From an optimization exercise on the open Yosys and OpenROAD flow, aimed at small area; shortcuts taken in it are not production practice.
Function not checked in this run: the RTL went through the layout flow alone.
Power figures rest on the tool's default switching activity, not on a simulated workload.

`flow/config.mk`:
```
export PLATFORM = sky130hd
export DESIGN_NAME = WTA
export DESIGN_NICKNAME = WTA
export VERILOG_FILES = /design/flow/design.v
export SDC_FILE = /design/flow/constraint.sdc
export NUM_CORES = 8
export LEC_CHECK = 0
export CAP_MARGIN = 20
export CORE_MARGIN = 2
export CORE_UTILIZATION = 40
export SLEW_MARGIN = 20
```
`flow/constraint.sdc`:
```
create_clock -name core_clock -period 6.67 [get_ports {clk}]
set_input_delay 1.3340 -clock core_clock [delete_from_list [all_inputs] [get_ports {clk}]]
set_output_delay 1.3340 -clock core_clock [all_outputs]
set_load 0.01 [all_outputs]
```
`flow/design.v`:
```
`timescale 1 ns / 1 ps
module WTA
#(
	parameter  MAXDISPARITY = 64 ,
	parameter  LPDI_WIDTH = 8 ,
	parameter  INPUTDATAWID = 513,     
	parameter  OUTPUTDATAWID = 9
  )
(
	input wire                      clk                               ,          
	input wire                      en                                ,
	input wire                      pixelEN                           , 
	input  wire[INPUTDATAWID-1:0]   LPDi                              ,          
	output wire[OUTPUTDATAWID-1:0]  disparity                                    
);
wire [LPDI_WIDTH-1:0] LPDi_2dArray_wire [0:MAXDISPARITY-1] ;
wire SOF_atPxy_wire ;
reg SOF_atPxy_reg_dly_sclkrate [0:7] ;
integer i ;
assign SOF_atPxy_wire = LPDi[INPUTDATAWID-1] ;
genvar k ;
generate 
	for (k = 0; k < MAXDISPARITY; k=k+1) 
	begin  
		assign LPDi_2dArray_wire[k] = LPDi[(k+1)*LPDI_WIDTH-1:k*LPDI_WIDTH];
	end
endgenerate
reg [LPDI_WIDTH-1:0] min_stg0_sclkrate [0:31] ;
reg [LPDI_WIDTH-1:0] min_stg1_sclkrate [0:15] ;
reg [LPDI_WIDTH-1:0] min_stg2_sclkrate [0:7] ;
reg [LPDI_WIDTH-1:0] min_stg3_sclkrate [0:3] ;
reg [LPDI_WIDTH-1:0] min_stg4_sclkrate [0:1] ;
reg [LPDI_WIDTH-1:0] min_stg5_sclkrate ;
reg [LPDI_WIDTH-1:0] min_Indx_stg0_sclkrate [0:31] ;
reg [LPDI_WIDTH-1:0] min_Indx_stg1_sclkrate [0:15] ;
reg [LPDI_WIDTH-1:0] min_Indx_stg2 [0:7] ;
reg [LPDI_WIDTH-1:0] min_Indx_stg3_sclkrate [0:3] ;
reg [LPDI_WIDTH-1:0] min_Indx_stg4_sclkrate [0:1] ;
reg [LPDI_WIDTH-1:0] min_Indx_stg5_sclkrate ;
always@(posedge clk)
if(en & pixelEN)
begin
	for(i=0;i<32;i=i+1)
	begin
		if(LPDi_2dArray_wire[2*i] > LPDi_2dArray_wire[2*i+1])
		begin
			min_stg0_sclkrate[i]      <= LPDi_2dArray_wire[2*i+1] ; 
			min_Indx_stg0_sclkrate[i] <= 2*i+1 ;
		end
		else begin
			min_stg0_sclkrate[i]      <= LPDi_2dArray_wire[2*i] ;
			min_Indx_stg0_sclkrate[i] <= 2*i ;
		end
	end
	SOF_atPxy_reg_dly_sclkrate[0] <= SOF_atPxy_wire ;
	for(i=0;i<16;i=i+1)
	begin
		if(min_stg0_sclkrate[2*i] > min_stg0_sclkrate[2*i+1])
		begin
			min_Indx_stg1_sclkrate[i] <= min_Indx_stg0_sclkrate[2*i+1] ;
			min_stg1_sclkrate[i]      <= min_stg0_sclkrate[2*i+1] ; 
		end
		else begin
			min_stg1_sclkrate[i]      <= min_stg0_sclkrate[2*i] ;
			min_Indx_stg1_sclkrate[i] <= min_Indx_stg0_sclkrate[2*i] ;
		end
	end
	SOF_atPxy_reg_dly_sclkrate[1] <= SOF_atPxy_reg_dly_sclkrate[0] ;
	for(i=0;i<8;i=i+1)
	begin
		if(min_stg1_sclkrate[2*i] > min_stg1_sclkrate[2*i+1])
		begin
			min_stg2_sclkrate[i]   <= min_stg1_sclkrate[2*i+1] ; 
			min_Indx_stg2[i] <= min_Indx_stg1_sclkrate[2*i+1] ;
		end
		else begin
			min_stg2_sclkrate[i]   <= min_stg1_sclkrate[2*i] ;
			min_Indx_stg2[i] <= min_Indx_stg1_sclkrate[2*i] ;
		end
	end
	SOF_atPxy_reg_dly_sclkrate[2] <= SOF_atPxy_reg_dly_sclkrate[1] ;
	for(i=0;i<4;i=i+1)
	begin
		if(min_stg2_sclkrate[2*i] > min_stg2_sclkrate[2*i+1])
		begin
			min_Indx_stg3_sclkrate[i]   <= min_Indx_stg2[2*i+1] ;
			min_stg3_sclkrate[i]     <= min_stg2_sclkrate[2*i+1] ; 
		end
		else begin
			min_stg3_sclkrate[i]    <= min_stg2_sclkrate[2*i] ;
			min_Indx_stg3_sclkrate[i]  <= min_Indx_stg2[2*i] ;
		end
	end
	SOF_atPxy_reg_dly_sclkrate[3] <= SOF_atPxy_reg_dly_sclkrate[2] ;
	for(i=0;i<2;i=i+1)
	begin
		if(min_stg3_sclkrate[2*i] > min_stg3_sclkrate[2*i+1])
		begin
			min_Indx_stg4_sclkrate[i] <= min_Indx_stg3_sclkrate[2*i+1] ;
			min_stg4_sclkrate[i] <= min_stg3_sclkrate[2*i+1] ; 
		end
		else begin
			min_Indx_stg4_sclkrate[i] <= min_Indx_stg3_sclkrate[2*i] ;
			min_stg4_sclkrate[i] <= min_stg3_sclkrate[2*i] ;
		end
	end
	SOF_atPxy_reg_dly_sclkrate[4] <= SOF_atPxy_reg_dly_sclkrate[3] ;
	for(i=0;i<1;i=i+1)
	begin
		if(min_stg4_sclkrate[2*i] > min_stg4_sclkrate[2*i+1])
		begin
			min_Indx_stg5_sclkrate <= min_Indx_stg4_sclkrate[2*i+1] ;
			min_stg5_sclkrate  <= min_stg4_sclkrate[2*i+1] ; 
		end 
		else begin
			min_Indx_stg5_sclkrate <= min_Indx_stg4_sclkrate[2*i] ;
			min_stg5_sclkrate  <= min_stg4_sclkrate[2*i] ;
		end
	end
	SOF_atPxy_reg_dly_sclkrate[5] <= SOF_atPxy_reg_dly_sclkrate[4] ;
end
assign disparity[7:0] = min_Indx_stg5_sclkrate;
assign disparity[8]   = SOF_atPxy_reg_dly_sclkrate[5] ;
endmodule
```
`flow/run.sh`:
```
#!/bin/bash
# synth_recipe.tcl (not shown) runs the flow's synth.tcl, then flattens the netlist and writes it again
# the make line also repeats each setting of config.mk as NAME=value (left out here)
make -C /OpenROAD-flow-scripts/flow DESIGN_CONFIG=/design/flow/config.mk WORK_HOME=/design/flow/orfs CLKGATE_MAP_FILE= SYNTH_SCRIPT=/design/flow/synth_recipe.tcl finish
```
==> Implementation_results.wiki <==
{| class="wikitable"
! Metric !! Value
|-
| Predominant post-synthesis flop cell || edfxtp_1
|-
| Type of the worst min-delay path || flop to flop
|-
| Number of nets still failing antenna checks after routing || 0
|-
| Drt total wl || 127000 um
|-
| Shortest period the worst path allows || 3220 ps
|-
| Worst Slack Setup Final || 3450 ps
|-
| Port Buffers || 522
|-
| Max-cap violations || 0
|-
| Largest net degree at the start of global routing || 118
|-
| Max Clk Rate || 310 MHz
|-
| Clock network power share || 0.348
|-
| Final design area excluding fillers || 56200 um^2
|-
| Clk buf depth || 3
|-
| Worst setup path category || primary input to flop
|-
| R2r setup slk || 3830 ps
|-
| Unrepaired setup endpoints after global routing || no
|-
| Area taken by flip-flops and latches || 18700 um^2
|-
| Standby leakage power || 0.0226 uW
|-
| Category of cells accounting for the largest share of critical-path delay || compound AO/OA/AOI/OAI gates
|-
| Post-layout util || 0.483
|-
| First-pass GRT wire length || 203000 um
|-
| Setup clock skew after layout || 17.9 ps
|-
| Cell area after placement || 53500 um^2
|-
| Grt ovf || 0
|-
| Fin crit share || 0.483
|-
| Overall die width || 347 um
|-
| Antenna violations before repair || 11
|-
| Largest fanout on the critical path || 11
|-
| Clock tree root driver cell || clkbuf_16
|-
| Combined area of all synthesized cells || 47000 um^2
|-
| FFs w/ async S/R, synth || 0
|-
| Count of routing violations after the opening detailed-route iteration || 2957
|-
| Post-synthesis sequential element count || 622
|-
| Insertion delay to the later sink of the worst-skew pair || 640 ps
|-
| Post-CTS repair timing setup buffer count || 0
|-
| Proportion of layout cells with a drive suffix above 1 || 0.0665
|-
| Number of placed I/O pins || 525
|-
| Hold Vio Cnt, Final || 0
|-
| # DRC || 0
|-
| Internal portion of total power || 8960 uW
|-
| Measured slew at the worst slew-check pin || 893 ps
|-
| Total die area || 120000 um^2
|-
| Total global routing track utilization || 0.204
|-
| Post-CTS Hold Buffers || 0
|-
| Slew Limit Fails || 0
|-
| Yosys warning total || 12
|-
| Peak per-stage delay on the critical path || 540 ps
|-
| Clock transition at the registers of the reported paths || 60 ps
|-
| CP max stage cell || o21ai_1
|-
| Mean area per synthesized cell || 9.64 um^2
|-
| TritonCTS clock tree || yes
|-
| Vias per cell || 5.80
|-
| Final-layout fill cell count || 10800
|-
| Post-layout net count || 6338
|-
| Sum of net half-perimeters after detailed placement || 96800 um
|-
| Arrival time reported for the critical path endpoint || 3650 ps
|-
| Resized Gates After CTS || 0
|-
| Number of distinct library cells after synthesis || 43
|-
| Cell-by-cell trace of the critical path || clkdlybuf4s50_1 -> inv_1 -> ha_1 -> nand4_1 -> o21ai_1 -> o22ai_1 -> a221oi_1
|-
| Total Negative Setup Slacks || 0 ps
|-
| Relative slew slack || 0.403
|-
| Post-synthesis instance total || 4875
|-
| Synthesis-to-finish area growth || 19.6%
|-
| Worst Path Required || 7100 ps
|-
| Proportion of power drawn by combinational gates || 0.252
|-
| Sequential cell area fraction in the yosys report || 0.398
|-
| Place WS || 2850 ps
|-
| Sequential cell fraction of total power || 0.400
|-
| Run status || timing/DRC/antenna clean
|-
| Number of clock sinks || 622
|-
| Drt first pass iters || 5
|-
| Count of buffering cells on the critical path with inverters included || 2
|-
| Endpoint kind of the worst setup timing path || flop
|-
| Net switching power || 3780 uW
|-
| Starting density of the core || 0.404
|-
| Area of the placeable core || 116000 um^2
|-
| Number of global-route vias before repair || 38423
|-
| Worst Setup Start Kind || primary input
|-
| H-tree lvl count || 3
|-
| Chip height || 347 um
|-
| Number of setup violations in the final report || 0
|-
| Total number of placement rows || 125
|-
| Worst vdd rail ir drop || 0.159 mV
|-
| Number of CTS-inserted buffers || 79
|-
| Detail-routed net length per standard cell || 18.4 um
|-
| Net Sw Frac || 0.297
|-
| Gp weighted congestion || 0.880
|-
| Power per unit of standard cell area || 227 nW/um^2
|-
| Number of flops mapped to enable cells by yosys || 622
|-
| Vias || 40086
|-
| Multi-input logic area || 24400 um^2
|}
stage by stage:
stage	hold slack, ps	std cells	total power (uW)
after floorplan	400	4876	7290
after global placement	406	6761	8300
after detailed placement	414	6761	8370
after CTS	423	6907	12900
after global routing	439	6910	13400
final	425	6912	12700
worst paths after layout:
kind                            startpoint                       endpoint  cells past startpoint
max reg2reg        min_stg3_sclkrate[1][1]   min_Indx_stg4_sclkrate[0][3]                      7
min reg2reg  SOF_atPxy_reg_dly_sclkrate[2]  SOF_atPxy_reg_dly_sclkrate[3]                      0
min          SOF_atPxy_reg_dly_sclkrate[2]  SOF_atPxy_reg_dly_sclkrate[3]                      0
max                              LPDi[505]       min_stg0_sclkrate[31][7]                      7
flip-flops by register name, indices dropped and copies added, names as in the netlist:
name	count
min_Indx_stg3_sclkrate	16
min_stg1_sclkrate	128
min_Indx_stg1_sclkrate	32
min_stg4_sclkrate	16
SOF_atPxy_reg_dly_sclkrate	6
min_Indx_stg5_sclkrate	6
min_Indx_stg4_sclkrate	10
min_stg3_sclkrate	32
min_stg2_sclkrate	64
min_Indx_stg0_sclkrate	32
min_Indx_stg2	24
min_stg0_sclkrate	256
area by class of cell:
class	instances	area share
Sequential cell	622	0.332
Tap cell	1524	0.0339
Timing Repair Buffer	537	0.0959
Clock buffer	93	0.0376
Multi-Input combinational cell	3266	0.435
Antenna cell	5	0.000223
Inverter	812	0.0543
Clock inverter	53	0.0104
power groups by stage:
stage | clock (uW) | combinational (uW) | sequential, uW
2_1_floorplan | 0 | 2230 | 5060
3_3_place_gp | 0 | 3120 | 5180
3_5_place_dp | 0 | 3200 | 5180
4_1_cts | 4560 | 3220 | 5100
5_1_grt | 4700 | 3620 | 5130
6_report | 4440 | 3210 | 5100
layer usage:
layer  GRT usage  up-vias  routed length (um)
met2       0.370     1009               64600
met5           0        -                  85
met4      0.0582       14                3490
li1            -    19671                   -
met3      0.0311      216                5780
met1       0.250    19176               53400
worst register-to-register path: stages (launching register included):
cell,delay (ps)
edfxtp_1,420
inv_1,70
ha_1,290
nand4_1,510
o21ai_0,540
buf_4,280
o22ai_1,90
a221oi_1,410
kinds of logic after synthesis:
group,after synthesis,share of synthesized area
AO/OA/AOI/OAI,1706,0.275
adder cells (fa/ha/maj),504,0.134
flip-flops,622,0.398
other,1,0.0000798
multiplexers,28,0.00671
AND/OR/NAND/NOR,1026,0.104
buffers and inverters,988,0.0824
cell usage in the layout, fill, tap and decap left out, drive strengths merged, types with 2 or more instances in the layout:
| master | count |
|---|---|
| conb | 2 |
| ha | 504 |
| mux2 | 28 |
| a21oi | 48 |
| diode | 5 |
| clkdlybuf4s50 | 522 |
| o21ai | 386 |
| nor2 | 669 |
| o211ai | 2 |
| clkinv | 60 |
| inv | 790 |
| nand2b | 34 |
| o21bai | 48 |
| o31ai | 27 |
| nand2 | 71 |
| a221oi | 308 |
| clkinvlp | 3 |
| a211o | 11 |
| nand4 | 96 |
| a21o | 16 |
| o22ai | 319 |
| and2 | 27 |
| and4 | 86 |
| edfxtp | 622 |
| o221a | 208 |
| o21a | 56 |
| buf | 15 |
| nor3 | 9 |
| a211oi | 275 |
| bufinv | 12 |
| nor2b | 33 |
| clkbuf | 93 |
synth_stat cells (11+ instances only):
library cell	number	area, um^2
a211o_1	11	96.3
a211oi_1	275	2060
a21o_1	16	120
a21oi_1	48	240
a221oi_1	308	2700
and2_1	16	100
and2_2	11	82.6
and4_1	75	657
and4_2	11	110
buf_2	52	260
buf_6	11	124
clkbuf_1	109	409
clkinv_1	26	97.6
edfxtp_1	622	18700
ha_1	504	6310
inv_1	786	2950
mux2_2	19	214
nand2_1	60	225
nand2_2	11	68.8
nand2b_1	34	213
nand4_1	96	601
nor2_1	669	2510
nor2b_1	22	138
nor2b_4	11	151
o21a_1	56	420
o21ai_0	319	1600
o21ai_1	59	295
o21bai_1	48	360
o221a_1	88	991
o221a_2	120	1350
o22ai_1	317	1980
o31ai_4	26	553

[port drivers added, routing unchanged]
Ports are ideal in the flow. The routed layout listed here was re-timed in OpenROAD. Step 1 sets driving cells, clkbuf_16 on the clock port and buf_2 on the other inputs (assumed; they add their load-dependent delay and slew). Step 2 also shifts input and output timing later by t, the mid clock arrival at the registers, as if the neighbouring blocks saw the same clock. Slacks: no drivers / after step 1 / after step 2; pairs: no drivers / after step 1.
t (ns): 0.702
slack for setup (ns): 3.449 / 3.492 / 2.790
worst setup path after step 2: input to register
worst data-port slew with drivers (ns): 0.17
cell pins on the clock port's net: 1
After both steps this run still meets setup and hold. For this run, drivers alone change the setup slack by +0.043 ns; drivers and shift together by -0.659 ns.
